Context: an optimization exercise on an open-source flow, tuned for small area. The choices shown serve that exercise and are no tape-out recipe. In this exercise RTL edits were held to simulation tests only and were not proved equivalent to the original. Power and IR drop assume default switching activity.

File: flow/flow/run.sh
#!/bin/bash
# The standard layout, with three changes:
# - after the standard synthesis, its combinational gates are re-mapped for
#   area (flow/resynth.ys); the flip-flops stay exactly as synthesised;
# - clock tree synthesis adds no dummy loads and uses clkbuf_4;
# - port buffers are buf_2.
set -euo pipefail
export CTS_ARGS="-sink_clustering_enable -repair_clock_nets -buf_list sky130_fd_sc_hd__clkbuf_4 -sink_clustering_size 12 -sink_clustering_max_diameter 40 -dont_use_dummy_load"
export BUFFER_PORTS_ARGS="-buffer_cell sky130_fd_sc_hd__buf_2"
R=orfs/results/$FLOW_PLATFORM/uart_string_loopback/base
LIB=$FLOW_HOME/platforms/sky130hd/lib/sky130_fd_sc_hd__tt_025C_1v80.lib

bash standard.sh synth > standard_synth.log 2>&1
cp $R/1_2_yosys.v standard_synth_netlist.v
sed -e "s#LIB_FILE#$LIB#g" -e "s#NETLIST_IN#standard_synth_netlist.v#" \
    -e "s#NETLIST_OUT#$R/1_2_yosys.v#" -e "s#TOP_NAME#$FLOW_TOP#" flow/resynth.ys > resynth.ys
yosys -s resynth.ys > resynth.log 2>&1
rm -f $R/1_synth.odb $R/1_synth.sdc
bash standard.sh synth > standard_synth_odb.log 2>&1
bash standard.sh > standard.log 2>&1
File: flow/flow/area.abc
strash; dch -f; amap; strash; dch -f; amap
File: flow/flow/resynth.ys
# Re-map the combinational logic of the standard synthesis for area.
# Every flip-flop instance is kept as it is (a black box here), with its name
# and cell type; only the gates between them are rebuilt.
read_liberty -ignore_miss_func LIB_FILE
blackbox =sky130_fd_sc_hd__df* =sky130_fd_sc_hd__edf* =sky130_fd_sc_hd__sdf* =sky130_fd_sc_hd__sedf* =sky130_fd_sc_hd__dl*
read_verilog NETLIST_IN
hierarchy -top TOP_NAME
stat -liberty LIB_FILE
flatten
opt -purge
abc -liberty LIB_FILE -dont_use *lpflow* -dont_use *probe* -script flow/area.abc
opt_clean -purge
hilomap -singleton -hicell sky130_fd_sc_hd__conb_1 HI -locell sky130_fd_sc_hd__conb_1 LO
insbuf -buf sky130_fd_sc_hd__buf_4 A X
splitnets
opt_clean -purge
stat -liberty LIB_FILE
write_verilog -noattr -noexpr -nohex -nodec NETLIST_OUT
File: flow/standard.sh
#!/bin/bash
# synth_recipe.tcl (not shown) runs the flow's synth.tcl, then flattens the netlist and writes it again
# the make line also repeats each setting of config.mk as NAME=value (left out here)
make -C /OpenROAD-flow-scripts/flow DESIGN_CONFIG=/design/flow/config.mk WORK_HOME=/design/flow/orfs CLKGATE_MAP_FILE= SYNTH_SCRIPT=/design/flow/synth_recipe.tcl "${@:-finish}"
File: flow/config.mk
export PLATFORM = sky130hd
export DESIGN_NAME = uart_string_loopback
export DESIGN_NICKNAME = uart_string_loopback
export VERILOG_FILES = /design/flow/design.v
export SDC_FILE = /design/flow/constraint.sdc
export NUM_CORES = 4
export LEC_CHECK = 0
export CAP_MARGIN = 20
export CORE_MARGIN = 2
export CORE_UTILIZATION = 85
export PLACE_DENSITY = 0.9
export SLEW_MARGIN = 20
File: flow/constraint.sdc
create_clock -name core_clock -period 20.0 [get_ports {clk}]
set_input_delay 4.0000 -clock core_clock [delete_from_list [all_inputs] [get_ports {clk}]]
set_output_delay 4.0000 -clock core_clock [all_outputs]
set_load 0.01 [all_outputs]
File: flow/design.v
module uart_rx (
    input clk,
    input rst_n,
    input rx,
    output reg bit_out,        
    output wire [2:0] bit_idx,
    output wire bit_ok,        
    output wire valid          
);
    localparam [3:0] PHASE_IDLE = 4'b0001, PHASE_VALID = 4'b0000, PHASE_START = 4'b0110;
    localparam [8:0] LFSR_END  = 9'h1ee;
    localparam [8:0] LFSR_IDLE = 9'h11c;     
    reg [3:0] phase;
    reg [8:0] lfsr;
    reg rx_sync1, rx_sync2;
    always @(posedge clk or negedge rst_n) begin
        if (!rst_n) begin
            rx_sync1 <= 1'b1;
            rx_sync2 <= 1'b1;
        end else begin
            rx_sync1 <= rx;
            rx_sync2 <= rx_sync1;
        end
    end
    wire sample = (lfsr == LFSR_END);
    wire idle   = (phase[3:1] == 3'b000);    
    assign bit_ok  = phase[3];
    assign bit_idx = phase[2:0];
    assign valid   = (phase == PHASE_VALID);
    always @(posedge clk or negedge rst_n) begin
        if (!rst_n) begin
            phase <= PHASE_IDLE;
        end else begin
            if (idle) begin
                phase <= rx_sync2 ? PHASE_IDLE : PHASE_START;
            end else if (sample) begin
                if ((phase == PHASE_START || phase == 4'b1111) && (rx_sync2 ^ phase[3]))
                    phase <= PHASE_IDLE;
                else
                    phase <= phase + 4'd1;
            end
        end
    end
    always @(posedge clk) begin
        if (sample) bit_out <= rx_sync2;
        if (idle)
            lfsr <= LFSR_IDLE;
        else
            lfsr <= {lfsr[7:0], lfsr[8] ^ lfsr[4] ^ sample};
    end
endmodule
module uart_tx (
    input clk,
    input rst_n,
    input trigger,           
    input bit_in,
    input bit_load,
    output wire [2:0] bit_idx,
    output reg tx,
    output wire busy
);
    localparam [3:0] PHASE_IDLE = 4'b0010, PHASE_START = 4'b0111;
    localparam [8:0] LFSR_END  = 9'h1ee;
    localparam [8:0] LFSR_IDLE = 9'h1f7;     
    reg [3:0] phase;
    reg [8:0] lfsr;
    reg next_bit;
    wire hit  = (lfsr == LFSR_END);
    wire idle = (phase == PHASE_IDLE);
    assign busy    = !idle;
    assign bit_idx = phase[2:0];
    always @(posedge clk or negedge rst_n) begin
        if (!rst_n) begin
            phase <= PHASE_IDLE;
            tx    <= 1'b1;
        end else begin
            if (idle) begin
                if (trigger) phase <= PHASE_START;
            end else if (hit) begin
                phase <= phase + 4'd1;
                tx <= phase[3] ? next_bit : !phase[2];
            end
        end
    end
    always @(posedge clk) begin
        if (bit_load) next_bit <= bit_in;
        if (idle)
            lfsr <= LFSR_IDLE;
        else
            lfsr <= {lfsr[7:0], lfsr[8] ^ lfsr[4] ^ hit};
    end
endmodule
module uart_string_loopback (
    input  wire clk,
    input  wire rst_n,
    input  wire rx,
    output wire tx
);
reg [255:0] ring;
reg [2:0] bit_pos;
reg [4:0] write_rel;     
reg [4:0] read_rel;      
wire rx_bit, rx_bit_ok, rx_valid;
wire [2:0] rx_idx, tx_idx;
wire tx_busy;
wire slot_end = (bit_pos == 3'd7);
wire at_w = (write_rel == 5'd0);
wire at_r = (read_rel == 5'd0);
wire after_w = (write_rel == 5'd31);
reg buffer_nonempty;
reg buffer_full;
wire push    = rx_valid && !buffer_full;
wire trigger = !tx_busy && buffer_nonempty;
wire write_en = rx_bit_ok && at_w && (bit_pos == rx_idx);
wire read_en  = at_r && (bit_pos == tx_idx);
uart_rx uart_rx_inst (
    .clk(clk),
    .rst_n(rst_n),
    .rx(rx),
    .bit_out(rx_bit),
    .bit_idx(rx_idx),
    .bit_ok(rx_bit_ok),
    .valid(rx_valid)
);
uart_tx uart_tx_inst (
    .clk(clk),
    .rst_n(rst_n),
    .trigger(trigger),
    .bit_in(ring[7]),
    .bit_load(read_en),
    .bit_idx(tx_idx),
    .tx(tx),
    .busy(tx_busy)
);
always @(posedge clk)
    ring <= {ring[254:0], write_en ? rx_bit : ring[255]};
always @(posedge clk or negedge rst_n) begin
    if (!rst_n) begin
        bit_pos         <= 3'd0;
        write_rel       <= 5'd0;
        read_rel        <= 5'd0;
        buffer_nonempty <= 1'b0;
        buffer_full     <= 1'b0;
    end else begin
        bit_pos <= bit_pos + 3'd1;
        if (push && !slot_end)
            write_rel <= write_rel + 5'd1;
        else if (!push && slot_end)
            write_rel <= write_rel - 5'd1;
        if (trigger && !slot_end)
            read_rel <= read_rel + 5'd1;
        else if (!trigger && slot_end)
            read_rel <= read_rel - 5'd1;
        if (push)
            buffer_nonempty <= 1'b1;
        else if (at_w)
            buffer_nonempty <= !at_r;
        if (trigger)
            buffer_full <= 1'b0;
        else if (after_w)
            buffer_full <= at_r;
    end
end
endmodule
==> qor.yml, run 1 <==
lastStage: "detailed placement (3_5_place_dp)"
syn_area_sq_mm: 0.007053
initial_utilization: 0.8671
syn_nets: 472
die_h_microns: 95.09
syn_avg_cell_area_sq_um: 15.04
yosysWarningCount: 3
die_w_microns: 95.09
pin_count: 4
synthCells: 469
status: "aborted with a tool error"
numPortBuffers: 3
error: "Error: detail_place.tcl, 38 bad optional access"
placementRows: 33
gp_congestion: 0.8247
-- through the flow --
| stage | hold slack, ns | worst slack (ns) | power, uW | area (sq um) |
|---|---|---|---|---|
| after floorplan | 0.3096 | 15.47 | 616.7 | 7053 |
| after global placement | 0.3119 | 15.37 | 617.9 | 7199 |
-- power groups by stage --
stage / sequential, uW / combinational, uW / clock (uW)
after floorplan: 617 / 0.161 / 0
after global placement: 617 / 1.32 / 0
-- worst min path at each step --
stage	from	to	slack, ns
after floorplan	ring[99]	ring[100]	0.31
after global placement	ring[4]	ring[5]	0.31
==> run 2, diff against run 1 <==
--- a/flow/flow/run.sh
+++ b/flow/flow/run.sh
@@ -5,7 +5,7 @@
 # - clock tree synthesis adds no dummy loads and uses clkbuf_4;
 # - port buffers are buf_2.
 set -euo pipefail
-export CTS_ARGS="-sink_clustering_enable -repair_clock_nets -buf_list sky130_fd_sc_hd__clkbuf_4 -sink_clustering_size 12 -sink_clustering_max_diameter 40 -dont_use_dummy_load"
+export CTS_ARGS="-sink_clustering_enable -repair_clock_nets -buf_list sky130_fd_sc_hd__clkbuf_4 -sink_clustering_size 10 -sink_clustering_max_diameter 50 -dont_use_dummy_load"
 export BUFFER_PORTS_ARGS="-buffer_cell sky130_fd_sc_hd__buf_2"
 R=orfs/results/$FLOW_PLATFORM/uart_string_loopback/base
 LIB=$FLOW_HOME/platforms/sky130hd/lib/sky130_fd_sc_hd__tt_025C_1v80.lib
--- a/flow/config.mk
+++ b/flow/config.mk
@@ -7,6 +7,5 @@
 export LEC_CHECK = 0
 export CAP_MARGIN = 20
 export CORE_MARGIN = 2
-export CORE_UTILIZATION = 85
-export PLACE_DENSITY = 0.9
+export CORE_UTILIZATION = 70
 export SLEW_MARGIN = 20
==> run 2 against run 1 <==
Net effect:
- the run now finishes clean
- synthesized cell count stayed put
- area after synthesis stayed put
==> qor.yml, run 2 <==
fin_area_sq_mm: 0.007511
cts_hold_buffers: 0
core-area_sq_mm: 0.009774
cp_data_arrival_time_ns: 1.21
max_stage_delay_ns: 0.54
placementRows: 36
cts-root-buf: "clkbuf_4"
power_frac_clock: 0.287
ant_nets: 0
top_register: "ring"
rsz0062_at_grt: "false"
finClkSkew_ns: 0.03633
drive_above_1_share: 0.08858
path_class: "flip-flop to output pin"
tightest_slew_ns: 0.8226
fillers: 577
slew_viol_final: 0
dp_hpwl_mm: 4.801
h-tree-depth: 2
fin_crit_sh: 0.2604
setup_tns_ns: 0
num-nets-final: 513
path_cells: "buf_2"
die_w_microns: 104.4
pin_count: 4
cpMaxStageDelayCell: "dfstp_2"
cp_num_buf_inv: 1
maxSlewHeadroom: 0.4496
first_global_vias: 3141
register_area_sq_mm: 0.006202
switching_power_uw: 160.6
die_h_microns: 104.4
p_comb_frac: 0.002
critPathCaptureType: "output pin"
syn2layout_area_growth_pct: 6.493
cts_setup_buffers: 0
cts_buffer_depth: 3
cts_sinks: 302
crit_fanout: 2
dr.pass1.iters: 4
sw_frac_of_total: 0.1896
yosysWarningCount: 3
largest_reg_flops: 256
clk_pin_slew_worst_paths_ns: 0.10
grt_first_pass_wirelength_mm: 14.37
initial_utilization: 0.7216
grt_max_degree: 27
drt-initial-drc-count: 139
hold_path_class: "flip-flop to flip-flop"
cpLargestDelayFamily: "flip-flops"
p_leak_uw: 0.002964
wire_per_inst_microns: 12.99
clk_latency_ns: 0.53
final_common_cell: "dfxtp_1"
die-area_sq_mm: 0.01089
cap_violations: 0
timing.fmax_mhz: 192.0
antennaDiodeCount: 0
antenna_found_initial: 0
reg_top3: "ring (256), uart_rx_inst.lfsr (9), uart_tx_inst.lfsr (9)"
syn_nets: 472
fin_total_pwr_uw: 847.2
cts_tree: "built"
grt.total_usage: 0.1645
syn_area_sq_mm: 0.007053
multi_input_area_sq_um: 721.9
finalWorstPathRequiredPeriod_ns: 5.208
cts-resized-gates: 0
p_seq_frac: 0.711
setup_viol_count_final: 0
vias_per_cell: 4.814
synthCells: 469
vias: 3086
internal-power_uw: 686.5
cp-start-kind: "flip-flop"
cts_buffers: 36
syn_avg_cell_area_sq_um: 15.04
numPortBuffers: 3
routed_wl_mm: 8.329
worstPathRequired_ns: 16.00
vdd_ir_drop_max_mv: 0.08510
status: "complete, no violations"
drc: 0
power_density_mw_per_mm2: 112.8
place_area_sq_mm: 0.007234
final_cell_mix: "dfxtp_1, clkinv_1, clkbuf_4"
gp_congestion: 0.7449
hold_violations: 0
grt_overflow: 0
[run 2: worst paths after layout]
kind | depth (start not counted) | from | endpoint | slack, ns
max | 1 | uart_tx_inst.tx | tx | 14.79
min in group asynchronous | 1 | rst_n | uart_rx_inst.phase[2] | 3.44
min | 0 | ring[125] | ring[126] | 0.28
max in group asynchronous | 1 | rst_n | bit_pos[1] | 16.17
min reg2reg | 0 | ring[125] | ring[126] | 0.28
max reg2reg | 13 | uart_tx_inst.phase[1] | read_rel[4] | 16.62
[run 2: metal layers]
layer | up-vias | GRT usage | share of wire
met3 | 14 | 0.04449 | 0.045
met5 | - | 0 | 0
li1 | 1590 | - | -
met1 | 1425 | 0.2379 | 0.51
met4 | 0 | 0.06853 | 0.016
met2 | 57 | 0.2372 | 0.43
[run 2: per-stage QoR]
stage / setup slack [ns] / cells / utilization / hold WS [ns]
CTS: 14.75 / 641 / 0.7678 / 0.2861
global placement: 15.37 / 605 / 0.7401 / 0.3129
detailed placement: 15.36 / 605 / 0.7401 / 0.3121
floorplan: 15.47 / 469 / - / 0.3096
finish: 14.79 / 641 / 0.7684 / 0.2849
global route: 14.74 / 641 / 0.7684 / 0.2879
[run 2: layout make-up]
type / instances / area share
clock buffers: 36 / 0.03598
inverters: 36 / 0.01799
well taps: 133 / 0.02216
repair buffers: 3 / 0.001999
flip-flops and latches: 302 / 0.8258
multi-input cells: 131 / 0.09612
[run 2: power by group through the flow]
stage	Combinational, uW	Sequential, uW	Clock, uW
2_1_floorplan	0.161	617	0
3_3_place_gp	1.35	617	0
3_5_place_dp	1.44	617	0
4_1_cts	1.44	603	253
5_1_grt	1.63	603	273
6_report	1.35	603	243
==> run 3, diff against run 2 <==
--- a/flow/design.v
+++ b/flow/design.v
@@ -8,8 +8,9 @@
     output wire valid          
 );
     localparam [3:0] PHASE_IDLE = 4'b0001, PHASE_VALID = 4'b0000, PHASE_START = 4'b0110;
-    localparam [8:0] LFSR_END  = 9'h1ee;
-    localparam [8:0] LFSR_IDLE = 9'h11c;     
+    localparam [8:0] LFSR_END  = 9'h0ee;
+    localparam [8:0] LFSR_MASK = 9'h17f;     
+    localparam [8:0] LFSR_IDLE = 9'h031;     
     reg [3:0] phase;
     reg [8:0] lfsr;
     reg rx_sync1, rx_sync2;
@@ -22,7 +23,7 @@
             rx_sync2 <= rx_sync1;
         end
     end
-    wire sample = (lfsr == LFSR_END);
+    wire sample = ((lfsr & LFSR_MASK) == (LFSR_END & LFSR_MASK));
     wire idle   = (phase[3:1] == 3'b000);    
     assign bit_ok  = phase[3];
     assign bit_idx = phase[2:0];
@@ -46,7 +47,7 @@
         if (idle)
             lfsr <= LFSR_IDLE;
         else
-            lfsr <= {lfsr[7:0], lfsr[8] ^ lfsr[4] ^ sample};
+            lfsr <= {lfsr[7], lfsr[6], lfsr[5], lfsr[4], lfsr[3], lfsr[2], lfsr[1], lfsr[0] ^ sample, lfsr[8] ^ lfsr[3]};
     end
 endmodule
 module uart_tx (
@@ -60,12 +61,13 @@
     output wire busy
 );
     localparam [3:0] PHASE_IDLE = 4'b0010, PHASE_START = 4'b0111;
-    localparam [8:0] LFSR_END  = 9'h1ee;
-    localparam [8:0] LFSR_IDLE = 9'h1f7;     
+    localparam [8:0] LFSR_END  = 9'h0ee;
+    localparam [8:0] LFSR_MASK = 9'h17f;     
+    localparam [8:0] LFSR_IDLE = 9'h077;     
     reg [3:0] phase;
     reg [8:0] lfsr;
     reg next_bit;
-    wire hit  = (lfsr == LFSR_END);
+    wire hit  = ((lfsr & LFSR_MASK) == (LFSR_END & LFSR_MASK));
     wire idle = (phase == PHASE_IDLE);
     assign busy    = !idle;
     assign bit_idx = phase[2:0];
@@ -87,7 +89,7 @@
         if (idle)
             lfsr <= LFSR_IDLE;
         else
-            lfsr <= {lfsr[7:0], lfsr[8] ^ lfsr[4] ^ hit};
+            lfsr <= {lfsr[7], lfsr[6], lfsr[5], lfsr[4], lfsr[3], lfsr[2], lfsr[1], lfsr[0] ^ hit, lfsr[8] ^ lfsr[3]};
     end
 endmodule
 module uart_string_loopback (
--- a/flow/flow/run.sh
+++ b/flow/flow/run.sh
@@ -5,7 +5,7 @@
 # - clock tree synthesis adds no dummy loads and uses clkbuf_4;
 # - port buffers are buf_2.
 set -euo pipefail
-export CTS_ARGS="-sink_clustering_enable -repair_clock_nets -buf_list sky130_fd_sc_hd__clkbuf_4 -sink_clustering_size 10 -sink_clustering_max_diameter 50 -dont_use_dummy_load"
+export CTS_ARGS="-sink_clustering_enable -repair_clock_nets -buf_list sky130_fd_sc_hd__clkbuf_4 -sink_clustering_size 12 -sink_clustering_max_diameter 30 -dont_use_dummy_load"
 export BUFFER_PORTS_ARGS="-buffer_cell sky130_fd_sc_hd__buf_2"
 R=orfs/results/$FLOW_PLATFORM/uart_string_loopback/base
 LIB=$FLOW_HOME/platforms/sky130hd/lib/sky130_fd_sc_hd__tt_025C_1v80.lib
==> run 3 against run 2 <==
Net effect:
- critical path depth stayed put
- sequential power about the same
- cell area fell by 0.77%
- global-route usage decreased by 0.73 points
- clock power hardly changed
==> qor.yml, run 3 <==
grt.total_usage: 0.1572
vias_per_cell: 4.672
worstPathRequired_ns: 16.00
setup_tns_ns: 0
fillers: 596
finClkSkew_ns: 0.05224
cp.depth: 1
num-nets-final: 512
final_cell_mix: "dfxtp_1, nor2_1, clkbuf_4"
drt-initial-drc-count: 109
grt_first_pass_wirelength_mm: 13.89
path_cells: "buf_2"
cp_data_arrival_time_ns: 1.18
cts-resized-gates: 0
critPathCaptureType: "output pin"
syn_nets: 471
final_common_cell: "dfxtp_1"
cts_tree: "built"
timing.fmax_mhz: 192.9
max_stage_delay_ns: 0.53
regToRegEndpoint: "read_rel[4]"
setup_viol_count_final: 0
p_leak_uw: 0.002990
core-area_sq_mm: 0.009729
tightest_slew_ns: 0.9461
antenna_found_initial: 0
slew_viol_final: 0
cts_hold_buffers: 0
largest_reg_flops: 256
cts_sinks: 302
cp-start-kind: "flip-flop"
cts_setup_buffers: 0
grt_overflow: 0
startpoint: "uart_tx_inst.tx"
syn_area_sq_mm: 0.007002
cts_buffers: 36
syn2layout_area_growth_pct: 6.451
wire_per_inst_microns: 12.24
first_global_vias: 3078
numPortBuffers: 3
endpoint: "tx"
initial_utilization: 0.7197
crit_fanout: 2
drive_above_1_share: 0.08679
power_density_mw_per_mm2: 113.8
pin_count: 4
finalWorstPathRequiredPeriod_ns: 5.185
rsz0062_at_grt: "false"
grt_max_degree: 27
cp_num_buf_inv: 1
dp_hpwl_mm: 4.399
reg_top3: "ring (256), uart_rx_inst.lfsr (9), uart_tx_inst.lfsr (9)"
yosysWarningCount: 3
path_class: "flip-flop to output pin"
rr_worst_depth: 12
maxSlewHeadroom: 0.3635
cap_violations: 0
die_w_microns: 104.0
routed_wl_mm: 7.833
cts_buffer_depth: 3
cts-root-buf: "clkbuf_4"
status: "complete, no violations"
r2r_slack_ns: 17.64
top_register: "ring"
cpLargestDelayFamily: "flip-flops"
dr.pass1.iters: 4
synthCells: 468
die-area_sq_mm: 0.01082
syn_avg_cell_area_sq_um: 14.96
vdd_ir_drop_max_mv: 0.08295
ant_nets: 0
gp_congestion: 0.8647
placementRows: 36
fin_crit_sh: 0.2592
h-tree-depth: 2
hold_ws_ns: 0.2941
vias: 2990
drc: 0
antennaDiodeCount: 0
die_h_microns: 104.0
hold_violations: 0
clk_pin_slew_worst_paths_ns: 0.11
hold_path_class: "flip-flop to flip-flop"
cpMaxStageDelayCell: "dfstp_2"
timing.rr.start: "uart_tx_inst.phase[2]"
clk_latency_ns: 0.55
## run 3: worst min path at each step
stage                     slack (ns)  startpoint  cells after the start   endpoint
after floorplan                 0.31    ring[99]                      0  ring[100]
after global placement          0.31    ring[17]                      0   ring[18]
after detailed placement        0.31   ring[193]                      0  ring[194]
after CTS                       0.29   ring[136]                      0  ring[137]
after global routing            0.28   ring[136]                      0  ring[137]
final                           0.29   ring[179]                      0  ring[180]
## run 3: power by group
group	leakage (uW)	switching, uW	internal (uW)	total (uW)
sequential	0.00251	0.167	603	603
clock	0.000166	160	83.5	244
combinational	0.000310	1.13	0.213	1.35
total	0.00299	161	687	848
## run 3: metrics by stage
step | util | std cells | worst slack [ns] | instance area, sq um | total power [uW]
detailed placement | 0.7383 | 604 | 15.38 | 7183 | 618.0
floorplan | - | 468 | 15.47 | 7002 | 616.7
global placement | 0.7383 | 604 | 15.38 | 7183 | 617.9
global route | 0.7661 | 640 | 14.78 | 7453 | 882.3
finish | 0.7661 | 640 | 14.82 | 7453 | 847.9
CTS | 0.7661 | 640 | 14.80 | 7453 | 857.1
## run 3: area by class of cell
type / count / area, sq um / share of cell area
Sequential cell: 302 / 6202 / 0.8321
Multi-Input combinational cell: 137 / 690.7 / 0.09266
Clock buffer: 36 / 270.3 / 0.03626
Tap cell: 133 / 166.4 / 0.02233
Inverter: 29 / 108.9 / 0.01460
Timing Repair Buffer: 3 / 15.01 / 0.002014
## run 3: layer usage
| layer | global-route usage | share of wire |
|---|---|---|
| met3 | 0.04762 | 0.040 |
| met2 | 0.2115 | 0.40 |
| met1 | 0.2363 | 0.54 |
| met4 | 0.07143 | 0.021 |
| met5 | 0 | 0 |
==> run 4, diff against run 3 <==
--- a/flow/flow/run.sh
+++ b/flow/flow/run.sh
@@ -5,7 +5,7 @@
 # - clock tree synthesis adds no dummy loads and uses clkbuf_4;
 # - port buffers are buf_2.
 set -euo pipefail
-export CTS_ARGS="-sink_clustering_enable -repair_clock_nets -buf_list sky130_fd_sc_hd__clkbuf_4 -sink_clustering_size 12 -sink_clustering_max_diameter 30 -dont_use_dummy_load"
+export CTS_ARGS="-sink_clustering_enable -repair_clock_nets -buf_list sky130_fd_sc_hd__clkbuf_4 -sink_clustering_size 12 -sink_clustering_max_diameter 40 -dont_use_dummy_load"
 export BUFFER_PORTS_ARGS="-buffer_cell sky130_fd_sc_hd__buf_2"
 R=orfs/results/$FLOW_PLATFORM/uart_string_loopback/base
 LIB=$FLOW_HOME/platforms/sky130hd/lib/sky130_fd_sc_hd__tt_025C_1v80.lib
==> run 4 against run 3 <==
Net effect:
- die area did not move
- sequential power barely moved
- power fell by 2.5%
- critical endpoint unchanged
- via count fell by 1.1%
- critical path depth did not move
- clock skew fell by 0.017 ns
- synthesized cell count did not move
==> qor.yml, run 4 <==
drive_above_1_share: 0.07400
maxSlewHeadroom: 0.3632
die-area_sq_mm: 0.01082
cpMaxStageDelayCell: "dfstp_2"
max_stage_delay_ns: 0.54
cts_tree: "built"
die_h_microns: 104.0
initial_utilization: 0.7197
gp_congestion: 0.8647
cap_violations: 0
cpLargestDelayFamily: "flip-flops"
wire_per_inst_microns: 12.25
drc: 0
num-nets-final: 505
cts_setup_buffers: 0
vias_per_cell: 4.673
numPortBuffers: 3
critPathCaptureType: "output pin"
status: "complete, no violations"
cts_sinks: 302
slew_viol_final: 0
yosysWarningCount: 3
switching_power_uw: 156.3
timing.rr.start: "uart_tx_inst.phase[2]"
vdd_ir_drop_max_mv: 0.07723
regToRegEndpoint: "read_rel[4]"
syn_avg_cell_area_sq_um: 14.96
pin_count: 4
antennaDiodeCount: 0
fin_total_pwr_uw: 826.3
rr_worst_depth: 12
hold_violations: 0
cp_data_arrival_time_ns: 1.24
crit_fanout: 2
routed_wl_mm: 7.756
grt_overflow: 0
ant_nets: 0
reg_top3: "ring (256), uart_rx_inst.lfsr (9), uart_tx_inst.lfsr (9)"
core-area_sq_mm: 0.009729
die_w_microns: 104.0
final_cell_mix: "dfxtp_1, nor2_1, clkinv_1, clkbuf_4"
hold_ws_ns: 0.3180
top_register: "ring"
cts_hold_buffers: 0
syn_nets: 471
setup_viol_count_final: 0
final_cells: 633
power_frac_clock: 0.269
setup_ws_ns: 14.76
final_common_cell: "dfxtp_1"
power_density_mw_per_mm2: 111.7
internal-power_uw: 670.0
worstHoldStart: "ring[14]"
tightest_slew_ns: 0.9465
placementRows: 36
clk_latency_ns: 0.59
clk_pin_slew_worst_paths_ns: 0.11
rsz0062_at_grt: "false"
syn2layout_area_growth_pct: 5.701
dr.pass1.iters: 4
p_seq_frac: 0.730
cts_buffer_depth: 3
fin_crit_sh: 0.2619
largest_reg_flops: 256
worstPathRequired_ns: 16.00
path_cells: "buf_2"
dp_hpwl_mm: 4.399
cts_buffers: 29
cp-start-kind: "flip-flop"
path_class: "flip-flop to output pin"
sw_frac_of_total: 0.1891
preCtsSetupSlack_ns: 15.38
cp_num_buf_inv: 1
finClkSkew_ns: 0.03483
finalWorstPathRequiredPeriod_ns: 5.238
antenna_found_initial: 0
setup_tns_ns: 0
cts-resized-gates: 0
drt-initial-drc-count: 86
first_global_vias: 3004
cts-root-buf: "clkbuf_4"
r2r_slack_ns: 17.64
synthCells: 468
min_path_cells: 0
min_to: "ring[15]"
dpl.cell_count: 604
p_comb_frac: 0.002
timing.fmax_mhz: 190.9
grt_max_degree: 27
multi_input_area_sq_um: 690.7
vias: 2958
grt_first_pass_wirelength_mm: 13.54
register_area_sq_mm: 0.006202
syn_area_sq_mm: 0.007002
hold_path_class: "flip-flop to flip-flop"
p_leak_uw: 0.002957
fillers: 600
h-tree-depth: 1
grt.total_usage: 0.1517
## run 4: cell count changes in the layout (fill, tap and decap cells not counted), sizes merged
cell    previous run  this run
clkbuf            36        29
## run 4: metrics by stage
step	cell area (sq um)	util
6_report	7401	0.7607
5_1_grt	7401	0.7607
4_1_cts	7401	0.7607
3_5_place_dp	7183	0.7383
3_3_place_gp	7183	0.7383
2_1_floorplan	7002	-
## run 4: per-layer routing
layer | up-vias | share of wire | global-route usage | wire length [microns]
li1 | 1561 | - | - | -
met1 | 1359 | 0.54 | 0.2291 | 4177
met2 | 31 | 0.42 | 0.2171 | 3251
met3 | 7 | 0.029 | 0.03634 | 223
met4 | 0 | 0.013 | 0.05502 | 104
met5 | - | 0 | 0 | 0
## run 4: layout make-up
type,count,area share
clock buffers,29,0.02942
inverters,29,0.01471
multi-input cells,137,0.09332
flip-flops and latches,302,0.8380
well taps,133,0.02249
repair buffers,3,0.002029
## run 4: worst max-delay path by stage
stage	endpoint	startpoint	cells after the start	slack, ns
3_3_place_gp	tx	uart_tx_inst.tx	1	15.38
6_report	tx	uart_tx_inst.tx	1	14.76
3_5_place_dp	tx	uart_tx_inst.tx	1	15.38
5_1_grt	tx	uart_tx_inst.tx	1	14.68
2_1_floorplan	tx	uart_tx_inst.tx	0	15.47
4_1_cts	tx	uart_tx_inst.tx	1	14.71
## run 4: power by group through the flow
stage / logic (uW) / registers [uW] / clock network [uW]
3_5_place_dp: 1.42 / 617 / 0
6_report: 1.35 / 603 / 222
4_1_cts: 1.42 / 603 / 232
5_1_grt: 1.65 / 603 / 252
2_1_floorplan: 0.165 / 616 / 0
3_3_place_gp: 1.36 / 617 / 0
==> run 5, diff against run 4 <==
==> flow/flow/run.sh (replaced) <==
#!/bin/bash
# The standard layout, with three changes:
# - after the standard synthesis, its combinational gates are re-mapped for
#   area (flow/resynth.ys, with each ABC script flow/area*.abc, keeping the
#   smallest result); the flip-flops stay exactly as synthesised;
# - clock tree synthesis adds no dummy loads and uses clkbuf_4;
# - port buffers are buf_2.
set -euo pipefail
export CTS_ARGS="-sink_clustering_enable -repair_clock_nets -buf_list sky130_fd_sc_hd__clkbuf_4 -sink_clustering_size 12 -sink_clustering_max_diameter 40 -dont_use_dummy_load -sink_clustering_levels 1"
export BUFFER_PORTS_ARGS="-buffer_cell sky130_fd_sc_hd__buf_2"
R=orfs/results/$FLOW_PLATFORM/uart_string_loopback/base
LIB=$FLOW_HOME/platforms/sky130hd/lib/sky130_fd_sc_hd__tt_025C_1v80.lib

bash standard.sh synth > standard_synth.log 2>&1
cp $R/1_2_yosys.v standard_synth_netlist.v

best=""; best_area=""
for s in flow/area*.abc; do
  n=$(basename $s .abc)
  sed -e "s#LIB_FILE#$LIB#g" -e "s#NETLIST_IN#standard_synth_netlist.v#" \
      -e "s#NETLIST_OUT#resynth_$n.v#" -e "s#TOP_NAME#$FLOW_TOP#" \
      -e "s#ABC_SCRIPT#$s#" flow/resynth.ys > resynth_$n.ys
  if timeout 300 yosys -s resynth_$n.ys > resynth_$n.log 2>&1; then
    a=$(grep "Chip area for module" resynth_$n.log | tail -1 | awk '{print $NF}')
    echo "$n $a" >> resynth_areas.log
    if [ -z "$best" ] || awk -v a="$a" -v b="$best_area" 'BEGIN{exit !(a < b)}'; then
      best=$n; best_area=$a
    fi
  fi
done
echo "picked $best $best_area" >> resynth_areas.log
cp resynth_$best.v $R/1_2_yosys.v
rm -f $R/1_synth.odb $R/1_synth.sdc
bash standard.sh synth > standard_synth_odb.log 2>&1
bash standard.sh > standard.log 2>&1
==> flow/flow/area1.abc (new file) <==
strash; dch -f; amap; strash; dch -f; amap
==> flow/flow/area2.abc (new file) <==
strash; &get -n; &deepsyn -T 10; &put; dch -f; amap; strash; dch -f; amap
==> flow/flow/area3.abc (new file) <==
strash; dch -f; amap; strash; dch -f; amap; strash; dch -f; amap; strash; dch -f; amap
--- a/flow/flow/resynth.ys
+++ b/flow/flow/resynth.ys
@@ -8,7 +8,7 @@
 stat -liberty LIB_FILE
 flatten
 opt -purge
-abc -liberty LIB_FILE -dont_use *lpflow* -dont_use *probe* -script flow/area.abc
+abc -liberty LIB_FILE -dont_use *lpflow* -dont_use *probe* -script ABC_SCRIPT
 opt_clean -purge
 hilomap -singleton -hicell sky130_fd_sc_hd__conb_1 HI -locell sky130_fd_sc_hd__conb_1 LO
 insbuf -buf sky130_fd_sc_hd__buf_4 A X
removed: flow/flow/area.abc
==> run 5 against run 4 <==
Net effect:
- worst setup slack improved by 0.022 ns
- first-iteration DRC count is 35% lower
- highest routed layer unchanged
- fmax grew 0.42%
- die area is 0.70% lower
- via count is 3.0% lower
- core utilization down 0.18 points
- synthesized cell count fell by 2.4%
- clock skew up 0.028 ns
- hold slack lost 0.033 ns
==> qor.yml, run 5 <==
die_w_microns: 103.6
setup_viol_count_final: 0
cap_violations: 0
cts_sinks: 302
cp-start-kind: "flip-flop"
final_common_cell: "dfxtp_1"
cpMaxStageDelayCell: "dfstp_2"
top_register: "ring"
p_leak_uw: 0.002927
dp_hpwl_mm: 4.365
status: "complete, no violations"
synthCells: 457
drive_above_1_share: 0.07566
h-tree-depth: 1
reg_top3: "ring (256), uart_rx_inst.lfsr (9), uart_tx_inst.lfsr (9)"
syn_area_sq_mm: 0.006950
vdd_ir_drop_max_mv: 0.07913
timing.fmax_mhz: 191.7
syn_avg_cell_area_sq_um: 15.21
path_cells: "buf_2"
yosysWarningCount: 3
finalWorstPathRequiredPeriod_ns: 5.216
cts_buffer_depth: 3
path_class: "flip-flop to output pin"
crit_fanout: 2
cpLargestDelayFamily: "flip-flops"
clk_pin_slew_worst_paths_ns: 0.12
final_cells: 622
cts_hold_buffers: 0
worstPathRequired_ns: 16.00
num-nets-final: 494
final_cell_mix: "dfxtp_1, nor2_1, clkbuf_4"
hold_violations: 0
vias: 2868
grt_first_pass_wirelength_mm: 13.85
dpl.cell_count: 593
cp_data_arrival_time_ns: 1.22
hold_path_class: "flip-flop to flip-flop"
rsz0062_at_grt: "false"
vias_per_cell: 4.611
first_global_vias: 2942
largest_reg_flops: 256
cts-root-buf: "clkbuf_4"
setup_tns_ns: 0
place_area_sq_mm: 0.007132
utilization: 0.7589
placementRows: 36
numPortBuffers: 3
core-area_sq_mm: 0.009684
tightest_slew_ns: 0.9362
gp_congestion: 0.7946
wire_per_inst_microns: 12.40
cp_num_buf_inv: 1
antennaDiodeCount: 0
drc: 0
syn_nets: 460
clk_latency_ns: 0.62
critPathCaptureType: "output pin"
cts_tree: "built"
ant_nets: 0
pin_count: 4
antenna_found_initial: 0
fin_area_sq_mm: 0.007350
preCtsSetupSlack_ns: 15.37
slew_viol_final: 0
die-area_sq_mm: 0.01074
die_h_microns: 103.6
fin_crit_sh: 0.2608
syn2layout_area_growth_pct: 5.743
cts_buffers: 29
initial_utilization: 0.7177
grt_max_degree: 27
cts_setup_buffers: 0
routed_wl_mm: 7.714
finClkSkew_ns: 0.06306
cts-resized-gates: 0
grt.total_usage: 0.1564
max_stage_delay_ns: 0.54
grt_overflow: 0
dr.pass1.iters: 4
setup_ws_ns: 14.78
power_density_mw_per_mm2: 112.5
maxSlewHeadroom: 0.3710
drt-initial-drc-count: 56
==> run 5: cell types whose count changed in the layout (fill, tap and decap cells not counted), moves of 3 or more <==
cell and change:
nor3_1 +8, nand2_1 -4, a22oi_1 +3, o21a_1 -5, o22ai_1 -4, nor4_1 -4, nor2_1 -8, o21ai_0 +5
a31oi_1 -3
==> run 5: metrics by stage <==
step	hold WS [ns]	power (uW)
after floorplan	0.3096	616.6
after global placement	0.3112	617.8
after detailed placement	0.3121	617.9
after CTS	0.2821	836.3
after global routing	0.2759	859.4
final	0.2855	827.1
==> run 5: power by group <==
part | leakage [uW] | switching, uW | internal (uW)
sequential | 0.00252 | 0.152 | 603
clock | 0.000133 | 156 | 66.9
combinational | 0.000277 | 1.03 | 0.185
==> run 5: layout make-up <==
class                      instances  area (sq um)
sequential                       302          6202
fill                             575          2335
multi-input combinational        127         643.1
clock buffer                      29         217.7
tap                              133         166.4
inverter                          28         105.1
timing repair buffer               3         15.01
==> run 5: routing by layer <==
| metal | part of all wire | vias to the layer above | GRT usage |
|---|---|---|---|
| li1 | - | 1526 | - |
| met1 | 0.53 | 1279 | 0.2432 |
| met2 | 0.40 | 43 | 0.2157 |
| met3 | 0.042 | 20 | 0.03587 |
| met4 | 0.025 | 0 | 0.06081 |
| met5 | 0 | - | 0 |
==> run 5: worst paths after layout <==
check | slack [ns] | endpoint | depth (start not counted) | startpoint
max in group asynchronous | 16.20 | uart_tx_inst.tx | 1 | rst_n
min in group asynchronous | 3.36 | uart_rx_inst.phase[3] | 1 | rst_n
min reg2reg | 0.29 | ring[193] | 0 | ring[192]
max reg2reg | 17.11 | write_rel[3] | 8 | uart_rx_inst.phase[2]
min | 0.29 | ring[193] | 0 | ring[192]
max | 14.78 | tx | 1 | uart_tx_inst.tx
==> run 6, diff against run 5 <==
--- a/flow/flow/run.sh
+++ b/flow/flow/run.sh
@@ -6,7 +6,7 @@
 # - clock tree synthesis adds no dummy loads and uses clkbuf_4;
 # - port buffers are buf_2.
 set -euo pipefail
-export CTS_ARGS="-sink_clustering_enable -repair_clock_nets -buf_list sky130_fd_sc_hd__clkbuf_4 -sink_clustering_size 12 -sink_clustering_max_diameter 40 -dont_use_dummy_load -sink_clustering_levels 1"
+export CTS_ARGS="-sink_clustering_enable -repair_clock_nets -buf_list {sky130_fd_sc_hd__clkbuf_2 sky130_fd_sc_hd__clkbuf_4} -sink_clustering_size 12 -sink_clustering_max_diameter 40 -dont_use_dummy_load"
 export BUFFER_PORTS_ARGS="-buffer_cell sky130_fd_sc_hd__buf_2"
 R=orfs/results/$FLOW_PLATFORM/uart_string_loopback/base
 LIB=$FLOW_HOME/platforms/sky130hd/lib/sky130_fd_sc_hd__tt_025C_1v80.lib
==> run 6 against run 5 <==
Net effect:
- still clean
- die area unchanged
- global-route usage unchanged
- flip-flop and latch count unchanged
- cell count unchanged
- core utilization unchanged
- sequential share of layout area unchanged
- first-iteration DRC count unchanged
- wire length unchanged
- critical path type unchanged
==> qor.yml, run 6 <==
syn_avg_cell_area_sq_um: 15.21
hold_ws_ns: 0.2855
final_cell_mix: "dfxtp_1, nor2_1, clkbuf_4"
fillers: 575
vias: 2868
hold_path_class: "flip-flop to flip-flop"
cpMaxStageDelayCell: "dfstp_2"
syn_area_sq_mm: 0.006950
crit_fanout: 2
first_global_vias: 2942
cts_buffers: 29
finalWorstPathRequiredPeriod_ns: 5.216
cts_buffer_depth: 3
vias_per_cell: 4.611
synthCells: 457
routed_wl_mm: 7.714
final_common_cell: "dfxtp_1"
num-nets-final: 494
slew_viol_final: 0
cts-resized-gates: 0
setup_viol_count_final: 0
grt_max_degree: 27
wire_per_inst_microns: 12.40
fin_area_sq_mm: 0.007350
dp_hpwl_mm: 4.365
path_cells: "buf_2"
rsz0062_at_grt: "false"
power_frac_clock: 0.270
core-area_sq_mm: 0.009684
cts_tree: "built"
cts_setup_buffers: 0
cap_violations: 0
initial_utilization: 0.7177
dr.pass1.iters: 4
hold_violations: 0
path_class: "flip-flop to output pin"
min_to: "ring[193]"
setup_ws_ns: 14.78
reg_top3: "ring (256), uart_rx_inst.lfsr (9), uart_tx_inst.lfsr (9)"
numPortBuffers: 3
sw_frac_of_total: 0.1900
status: "complete, no violations"
cp_num_buf_inv: 1
timing.rr.start: "uart_rx_inst.phase[2]"
utilization: 0.7589
fin_crit_sh: 0.2608
placementRows: 36
vdd_ir_drop_max_mv: 0.07913
drive_above_1_share: 0.07566
p_leak_uw: 0.002927
p_comb_frac: 0.001
syn2layout_area_growth_pct: 5.743
max_stage_delay_ns: 0.54
maxSlewHeadroom: 0.3710
clk_pin_slew_worst_paths_ns: 0.12
min_path_cells: 0
grt_overflow: 0
rr_worst_depth: 8
top_register: "ring"
p_seq_frac: 0.729
gp_congestion: 0.7946
finClkSkew_ns: 0.06306
pin_count: 4
cpLargestDelayFamily: "flip-flops"
h-tree-depth: 1
yosysWarningCount: 3
cp-start-kind: "flip-flop"
drt-initial-drc-count: 56
cts-root-buf: "clkbuf_4"
regToRegEndpoint: "write_rel[3]"
drc: 0
worstPathRequired_ns: 16.00
tightest_slew_ns: 0.9362
internal-power_uw: 670.0
grt_first_pass_wirelength_mm: 13.85
antennaDiodeCount: 0
multi_input_area_sq_um: 643.1
cts_hold_buffers: 0
ant_nets: 0
cts_sinks: 302
switching_power_uw: 157.2
preCtsSetupSlack_ns: 15.37
antenna_found_initial: 0
r2r_slack_ns: 17.11
critPathCaptureType: "output pin"
power_density_mw_per_mm2: 112.5
worstHoldStart: "ring[192]"
die-area_sq_mm: 0.01074
timing.fmax_mhz: 191.7
die_w_microns: 103.6
clk_latency_ns: 0.62
die_h_microns: 103.6
cp_data_arrival_time_ns: 1.22
largest_reg_flops: 256
register_area_sq_mm: 0.006202
grt.total_usage: 0.1564
place_area_sq_mm: 0.007132
setup_tns_ns: 0
syn_nets: 460
## run 6: how the worst max path moves through the flow
stage                    start  end  slack [ns]  cells past startpoint
3_5_place_dp   uart_tx_inst.tx   tx       15.37                      1
6_report       uart_tx_inst.tx   tx       14.78                      1
3_3_place_gp   uart_tx_inst.tx   tx       15.38                      1
2_1_floorplan  uart_tx_inst.tx   tx       15.47                      0
5_1_grt        uart_tx_inst.tx   tx       14.70                      1
4_1_cts        uart_tx_inst.tx   tx       14.73                      1
## run 6: power groups by stage
stage / Sequential (uW) / Combinational [uW] / Clock, uW
final: 603 / 1.21 / 223
after global routing: 603 / 1.46 / 255
after CTS: 603 / 1.31 / 232
after detailed placement: 617 / 1.30 / 0
after global placement: 617 / 1.25 / 0
after floorplan: 617 / 0.0618 / 0
## run 6: layout make-up
| type | count | share of cell area |
|---|---|---|
| flip-flops and latches | 302 | 0.8439 |
| well taps | 133 | 0.02264 |
| repair buffers | 3 | 0.002043 |
| inverters | 28 | 0.01430 |
| multi-input cells | 127 | 0.08750 |
| clock buffers | 29 | 0.02962 |
## run 6: layer usage
metal	GRT usage	vias up	wire, microns
li1	-	1526	-
met1	0.2432	1279	4121
met2	0.2157	43	3072
met3	0.03587	20	327
met4	0.06081	0	193
met5	0	-	0
## run 6: per-stage QoR
step,total power [uW],instances
after floorplan,616.6,457
after global placement,617.8,593
after detailed placement,617.9,593
after CTS,836.3,622
after global routing,859.4,622
final,827.1,622
==> run 7, diff against run 6 <==
--- a/flow/flow/run.sh
+++ b/flow/flow/run.sh
@@ -6,7 +6,7 @@
 # - clock tree synthesis adds no dummy loads and uses clkbuf_4;
 # - port buffers are buf_2.
 set -euo pipefail
-export CTS_ARGS="-sink_clustering_enable -repair_clock_nets -buf_list {sky130_fd_sc_hd__clkbuf_2 sky130_fd_sc_hd__clkbuf_4} -sink_clustering_size 12 -sink_clustering_max_diameter 40 -dont_use_dummy_load"
+export CTS_ARGS="-sink_clustering_enable -repair_clock_nets -buf_list sky130_fd_sc_hd__clkbuf_4 -sink_clustering_size 13 -sink_clustering_max_diameter 40 -dont_use_dummy_load"
 export BUFFER_PORTS_ARGS="-buffer_cell sky130_fd_sc_hd__buf_2"
 R=orfs/results/$FLOW_PLATFORM/uart_string_loopback/base
 LIB=$FLOW_HOME/platforms/sky130hd/lib/sky130_fd_sc_hd__tt_025C_1v80.lib
--- a/flow/config.mk
+++ b/flow/config.mk
@@ -7,5 +7,5 @@
 export LEC_CHECK = 0
 export CAP_MARGIN = 20
 export CORE_MARGIN = 2
-export CORE_UTILIZATION = 70
+export CORE_UTILIZATION = 78
 export SLEW_MARGIN = 20
==> run 7 against run 6 <==
Net effect:
- the run now fails in clock tree synthesis (4_1_cts)
- synthesized cell count unchanged
- area after synthesis unchanged
==> qor.yml, run 7 <==
error: "[ERROR DPL-0033] detailed placement checks failed during check placement."
initial_utilization: 0.8009
pin_count: 4
syn_area_sq_mm: 0.006950
gp_congestion: 0.7495
cts_buffer_depth: 3
placementRows: 34
cts-root-buf: "clkbuf_4"
h-tree-depth: 1
syn_avg_cell_area_sq_um: 15.21
syn_nets: 460
cts_setup_buffers: 0
cts-resized-gates: 0
synthCells: 457
lastStage: "clock tree synthesis (4_1_cts)"
status: "aborted with a tool error"
preCtsSetupSlack_ns: 15.38
dp_hpwl_mm: 6.213
place_area_sq_mm: 0.007101
numPortBuffers: 3
die_h_microns: 98.40
yosysWarningCount: 3
cts_buffers: 27
cts_hold_buffers: 0
die_w_microns: 98.40
[run 7: worst max-delay path by stage]
stage,from,endpoint,slack (ns),cells after the start
3_3_place_gp,uart_tx_inst.tx,tx,15.38,1
2_1_floorplan,uart_tx_inst.tx,tx,15.47,0
3_5_place_dp,uart_tx_inst.tx,tx,15.38,1
[run 7: power groups by stage]
stage / registers (uW) / clock network, uW / logic, uW
2_1_floorplan: 617 / 0 / 0.0618
3_3_place_gp: 617 / 0 / 1.24
3_5_place_dp: 617 / 0 / 1.26
[run 7: stage by stage]
stage                     hold WS (ns)  cells
after floorplan                 0.3096    457
after global placement          0.3111    568
after detailed placement        0.3121    568
==> run 8, diff against run 7 <==
--- a/flow/flow/run.sh
+++ b/flow/flow/run.sh
@@ -6,7 +6,7 @@
 # - clock tree synthesis adds no dummy loads and uses clkbuf_4;
 # - port buffers are buf_2.
 set -euo pipefail
-export CTS_ARGS="-sink_clustering_enable -repair_clock_nets -buf_list sky130_fd_sc_hd__clkbuf_4 -sink_clustering_size 13 -sink_clustering_max_diameter 40 -dont_use_dummy_load"
+export CTS_ARGS="-sink_clustering_enable -repair_clock_nets -buf_list sky130_fd_sc_hd__clkbuf_4 -sink_clustering_size 12 -sink_clustering_max_diameter 40 -dont_use_dummy_load"
 export BUFFER_PORTS_ARGS="-buffer_cell sky130_fd_sc_hd__buf_2"
 R=orfs/results/$FLOW_PLATFORM/uart_string_loopback/base
 LIB=$FLOW_HOME/platforms/sky130hd/lib/sky130_fd_sc_hd__tt_025C_1v80.lib
--- a/flow/config.mk
+++ b/flow/config.mk
@@ -7,5 +7,5 @@
 export LEC_CHECK = 0
 export CAP_MARGIN = 20
 export CORE_MARGIN = 2
-export CORE_UTILIZATION = 78
+export CORE_UTILIZATION = 70
 export SLEW_MARGIN = 20
==> run 8 against run 7 <==
Net effect:
- the run now finishes clean
- area after synthesis unchanged
- synthesized cell count unchanged
==> qor.yml, run 8 <==
status: "complete, no violations"
die_h_microns: 103.6
max_stage_delay_ns: 0.54
rr_worst_depth: 8
first_global_vias: 2942
cp_num_buf_inv: 1
h-tree-depth: 1
regToRegEndpoint: "write_rel[3]"
utilization: 0.7589
setup_tns_ns: 0
dr.pass1.iters: 4
finClkSkew_ns: 0.06306
slew_viol_final: 0
cp.depth: 1
cts_hold_buffers: 0
dp_hpwl_mm: 4.365
grt_first_pass_wirelength_mm: 13.85
drc: 0
ant_nets: 0
cap_violations: 0
wire_per_inst_microns: 12.40
yosysWarningCount: 3
cp_data_arrival_time_ns: 1.22
gp_congestion: 0.7946
startpoint: "uart_tx_inst.tx"
clk_latency_ns: 0.62
syn_nets: 460
initial_utilization: 0.7177
syn2layout_area_growth_pct: 5.743
syn_avg_cell_area_sq_um: 15.21
cts_buffers: 29
cts_sinks: 302
critPathCaptureType: "output pin"
die_w_microns: 103.6
vdd_ir_drop_max_mv: 0.07913
setup_viol_count_final: 0
core-area_sq_mm: 0.009684
numPortBuffers: 3
top_register: "ring"
path_cells: "buf_2"
antennaDiodeCount: 0
cpMaxStageDelayCell: "dfstp_2"
pin_count: 4
final_cell_mix: "dfxtp_1, nor2_1, clkbuf_4"
worstPathRequired_ns: 16.00
endpoint: "tx"
hold_violations: 0
p_leak_uw: 0.002927
grt.total_usage: 0.1564
finalWorstPathRequiredPeriod_ns: 5.216
die-area_sq_mm: 0.01074
routed_wl_mm: 7.714
timing.rr.start: "uart_rx_inst.phase[2]"
antenna_found_initial: 0
fin_crit_sh: 0.2608
synthCells: 457
dpl.cell_count: 593
drive_above_1_share: 0.07566
timing.fmax_mhz: 191.7
tightest_slew_ns: 0.9362
grt_overflow: 0
path_class: "flip-flop to output pin"
reg_top3: "ring (256), uart_rx_inst.lfsr (9), uart_tx_inst.lfsr (9)"
cts-resized-gates: 0
cts_buffer_depth: 3
cts-root-buf: "clkbuf_4"
cpLargestDelayFamily: "flip-flops"
syn_area_sq_mm: 0.006950
maxSlewHeadroom: 0.3710
hold_path_class: "flip-flop to flip-flop"
power_density_mw_per_mm2: 112.5
grt_max_degree: 27
largest_reg_flops: 256
cp-start-kind: "flip-flop"
final_cells: 622
clk_pin_slew_worst_paths_ns: 0.12
rsz0062_at_grt: "false"
cts_setup_buffers: 0
final_common_cell: "dfxtp_1"
num-nets-final: 494
vias: 2868
crit_fanout: 2
drt-initial-drc-count: 56
placementRows: 36
vias_per_cell: 4.611
cts_tree: "built"
r2r_slack_ns: 17.11
[run 8: where the power goes]
part / internal, uW / switching [uW] / total [uW]
Clock: 66.9 / 156 / 223
Sequential: 603 / 0.152 / 603
Combinational: 0.185 / 1.03 / 1.21
[run 8: worst min-delay path by stage]
stage / from / depth (start not counted) / slack [ns] / endpoint
3_5_place_dp: ring[148] / 0 / 0.31 / ring[149]
2_1_floorplan: ring[99] / 0 / 0.31 / ring[100]
3_3_place_gp: ring[2] / 0 / 0.31 / ring[3]
4_1_cts: ring[148] / 0 / 0.28 / ring[149]
5_1_grt: ring[142] / 0 / 0.28 / ring[143]
6_report: ring[192] / 0 / 0.29 / ring[193]
[run 8: final cells by class]
class,instances,area (sq um)
multi-input combinational,127,643.1
inverter,28,105.1
tap,133,166.4
sequential,302,6202
fill,575,2335
clock buffer,29,217.7
timing repair buffer,3,15.01
[run 8: metrics by stage]
| stage | hold slack (ns) | total power [uW] | setup WS, ns | area (sq um) |
|---|---|---|---|---|
| floorplan | 0.3096 | 616.6 | 15.47 | 6950 |
| global placement | 0.3112 | 617.8 | 15.38 | 7132 |
| detailed placement | 0.3121 | 617.9 | 15.37 | 7132 |
| CTS | 0.2821 | 836.3 | 14.73 | 7350 |
| global route | 0.2759 | 859.4 | 14.70 | 7350 |
| finish | 0.2855 | 827.1 | 14.78 | 7350 |
[run 8: layer usage]
layer	up-vias	part of all wire	global-route usage
li1	1526	-	-
met1	1279	0.53	0.2432
met2	43	0.40	0.2157
met3	20	0.042	0.03587
met4	0	0.025	0.06081
met5	-	0	0
==> run 9, diff against run 8 <==
--- a/flow/design.v
+++ b/flow/design.v
@@ -101,18 +101,17 @@
 reg [255:0] ring;
 reg [2:0] bit_pos;
 reg [4:0] write_rel;     
-reg [4:0] read_rel;      
+reg [4:0] count;         
 wire rx_bit, rx_bit_ok, rx_valid;
 wire [2:0] rx_idx, tx_idx;
 wire tx_busy;
 wire slot_end = (bit_pos == 3'd7);
 wire at_w = (write_rel == 5'd0);
-wire at_r = (read_rel == 5'd0);
-wire after_w = (write_rel == 5'd31);
-reg buffer_nonempty;
-reg buffer_full;
+wire at_r = (write_rel == count);
+wire buffer_full  = (count == 5'd31);
+wire buffer_empty = (count == 5'd0);
 wire push    = rx_valid && !buffer_full;
-wire trigger = !tx_busy && buffer_nonempty;
+wire trigger = !tx_busy && !buffer_empty;
 wire write_en = rx_bit_ok && at_w && (bit_pos == rx_idx);
 wire read_en  = at_r && (bit_pos == tx_idx);
 uart_rx uart_rx_inst (
@@ -138,29 +137,19 @@
     ring <= {ring[254:0], write_en ? rx_bit : ring[255]};
 always @(posedge clk or negedge rst_n) begin
     if (!rst_n) begin
-        bit_pos         <= 3'd0;
-        write_rel       <= 5'd0;
-        read_rel        <= 5'd0;
-        buffer_nonempty <= 1'b0;
-        buffer_full     <= 1'b0;
+        bit_pos   <= 3'd0;
+        write_rel <= 5'd0;
+        count     <= 5'd0;
     end else begin
         bit_pos <= bit_pos + 3'd1;
         if (push && !slot_end)
             write_rel <= write_rel + 5'd1;
         else if (!push && slot_end)
             write_rel <= write_rel - 5'd1;
-        if (trigger && !slot_end)
-            read_rel <= read_rel + 5'd1;
-        else if (!trigger && slot_end)
-            read_rel <= read_rel - 5'd1;
-        if (push)
-            buffer_nonempty <= 1'b1;
-        else if (at_w)
-            buffer_nonempty <= !at_r;
-        if (trigger)
-            buffer_full <= 1'b0;
-        else if (after_w)
-            buffer_full <= at_r;
+        if (push && !trigger)
+            count <= count + 5'd1;
+        else if (!push && trigger)
+            count <= count - 5'd1;
     end
 end
 endmodule
==> run 9 against run 8 <==
Net effect:
- core utilization down 0.36 points
- critical path depth did not move
- via count grew 4.0%
- die area shrank 0.48%
- fmax down 0.65%
- synthesized cell count rose by 0.66%
- flip-flop and latch count fell by 2
- first-iteration DRC count is 59% higher
- critical endpoint unchanged
- highest routed layer unchanged
==> qor.yml, run 9 <==
cp_num_buf_inv: 1
num-nets-final: 497
preCtsSetupSlack_ns: 15.37
fillers: 604
path_cells: "buf_2"
crit_fanout: 2
vdd_ir_drop_max_mv: 0.08134
gp_congestion: 0.8591
final_cells: 625
pin_count: 4
final_common_cell: "dfxtp_1"
core-area_sq_mm: 0.009684
grt.total_usage: 0.1659
timing.rr.start: "uart_rx_inst.phase[3]"
setup_viol_count_final: 0
cts_tree: "built"
reg_top3: "ring (256), uart_rx_inst.lfsr (9), uart_tx_inst.lfsr (9)"
placementRows: 36
multi_input_area_sq_um: 631.9
worstPathRequired_ns: 16.00
grt_overflow: 0
startpoint: "uart_tx_inst.tx"
grt_max_degree: 25
tightest_slew_ns: 0.9199
grt_first_pass_wirelength_mm: 13.67
cp-start-kind: "flip-flop"
fin_area_sq_mm: 0.007315
syn_area_sq_mm: 0.006915
clk_pin_slew_worst_paths_ns: 0.12
finClkSkew_ns: 0.06704
dr.pass1.iters: 4
syn_avg_cell_area_sq_um: 15.03
syn_nets: 463
clk_latency_ns: 0.61
finalWorstPathRequiredPeriod_ns: 5.250
hold_violations: 0
cts_buffer_depth: 3
p_leak_uw: 0.002916
hold_path_class: "flip-flop to flip-flop"
cts_setup_buffers: 0
top_usage_layer: "met1"
setup_ws_ns: 14.75
synthCells: 460
ant_nets: 0
gr-usage-met1: 0.2447
slew_viol_final: 0
cpLargestDelayFamily: "flip-flops"
largest_reg_flops: 256
drive_above_1_share: 0.07520
cts-resized-gates: 0
path_class: "flip-flop to output pin"
cpMaxStageDelayCell: "dfstp_2"
initial_utilization: 0.7141
setup_tns_ns: 0
fin_crit_sh: 0.2625
power_density_mw_per_mm2: 112.2
h-tree-depth: 1
max_stage_delay_ns: 0.55
timing.fmax_mhz: 190.5
wire_per_inst_microns: 12.82
utilization: 0.7553
place_area_sq_mm: 0.007097
grtUsageMet3: 0.04167
die_w_microns: 103.4
die-area_sq_mm: 0.01069
yosysWarningCount: 3
syn2layout_area_growth_pct: 5.772
cap_violations: 0
routed_wl_mm: 8.012
drc: 0
dp_hpwl_mm: 4.771
antennaDiodeCount: 0
cts-root-buf: "clkbuf_4"
cts_hold_buffers: 0
final_cell_mix: "dfxtp_1, clkinv_1, nor2_1"
met2_usage: 0.2432
vias_per_cell: 4.771
drt-initial-drc-count: 89
cp_data_arrival_time_ns: 1.25
status: "complete, no violations"
critPathCaptureType: "output pin"
cts_buffers: 29
register_area_sq_mm: 0.006152
first_global_vias: 2947
vias: 2982
dpl.cell_count: 596
top_register: "ring"
antenna_found_initial: 0
numPortBuffers: 3
die_h_microns: 103.4
maxSlewHeadroom: 0.3820
cts_sinks: 300
rsz0062_at_grt: "false"
worstHoldStart: "ring[221]"
[run 9: stage by stage]
stage / hold slack [ns] / total power [uW]
final: 0.2799 / 820.4
after global routing: 0.2899 / 851.0
after CTS: 0.2715 / 830.0
after detailed placement: 0.3121 / 613.6
after global placement: 0.3120 / 613.6
after floorplan: 0.3096 / 612.5
[run 9: layout make-up]
class                      count  share of cell area
sequential                   300              0.8411
clock buffer                  29             0.02976
tap                          133             0.02275
inverter                      35             0.01796
multi-input combinational    125             0.08638
timing repair buffer           3            0.002053
[run 9: report_power, final]
part / internal [uW] / switching (uW) / total [uW]
Combinational: 0.160 / 0.966 / 1.13
Sequential: 599 / 0.128 / 599
Clock: 67.0 / 153 / 220
Total: 666 / 155 / 820
[run 9: worst reg2reg max path: cells and delay by family (launching register included)]
kind,cells,cell delay [ns]
AO/OA/AOI/OAI,4,1.05
AND/OR/NAND/NOR,2,0.87
buffers and inverters,2,0.33
flip-flops,1,0.45
[run 9: worst paths after layout]
path                                         end  slack, ns  cells past startpoint
max in group asynchronous  uart_tx_inst.phase[1]      16.22                      1
hold / removal                         ring[222]       0.28                      0
setup / recovery                              tx      14.75                      1
setup reg to reg                        count[3]      17.16                      8
min in group asynchronous               count[4]       3.37                      1
hold reg to reg                        ring[222]       0.28                      0
[run 9: routing by layer]
metal / share of wire / routed length [microns]
met1: 0.52 / 4190
met2: 0.43 / 3439
met3: 0.035 / 280
met4: 0.013 / 102
met5: 0 / 0

port drivers added, routing unchanged:
No port has a modelled driver above. Below, the same layouts with a new extraction and two added sets of constraints. Step 1 (the two cells are an assumption about what drives the block):
set clk [get_ports {clk}]
set_driving_cell -lib_cell sky130_fd_sc_hd__clkbuf_16 $clk
set_driving_cell -lib_cell sky130_fd_sc_hd__buf_2 [delete_from_list [all_inputs] $clk]
Step 2 times the ports against the registers' clock, not the clock port: input delays grow and output delays shrink by t, the midpoint of the rising clock arrivals with the driver on. Slacks: no drivers / after step 1 / after step 2; pairs: no drivers / after step 1.
run | t, ns | setup WS [ns] | hold slack, ns | slew at the worst register clock pin (ns)
run 2 | 0.551 | 14.792 / 14.761 / 15.313 | 0.285 / 0.285 / 0.285 | 0.11 / 0.11
run 3 | 0.561 | 14.815 / 14.784 / 15.345 | 0.294 / 0.294 / 0.294 | 0.11 / 0.11
run 4 | 0.602 | 14.762 / 14.731 / 15.333 | 0.318 / 0.318 / 0.318 | 0.12 / 0.12
run 5 | 0.621 | 14.784 / 14.752 / 15.373 | 0.285 / 0.285 / 0.285 | 0.12 / 0.12
run 6 | 0.621 | 14.784 / 14.752 / 15.373 | 0.285 / 0.285 / 0.285 | 0.12 / 0.12
run 8 | 0.621 | 14.784 / 14.752 / 15.373 | 0.285 / 0.285 / 0.285 | 0.12 / 0.12
run 9 | 0.611 | 14.750 / 14.719 / 15.331 | 0.280 / 0.280 / 0.280 | 0.12 / 0.12
After both steps every run listed still meets setup and hold.
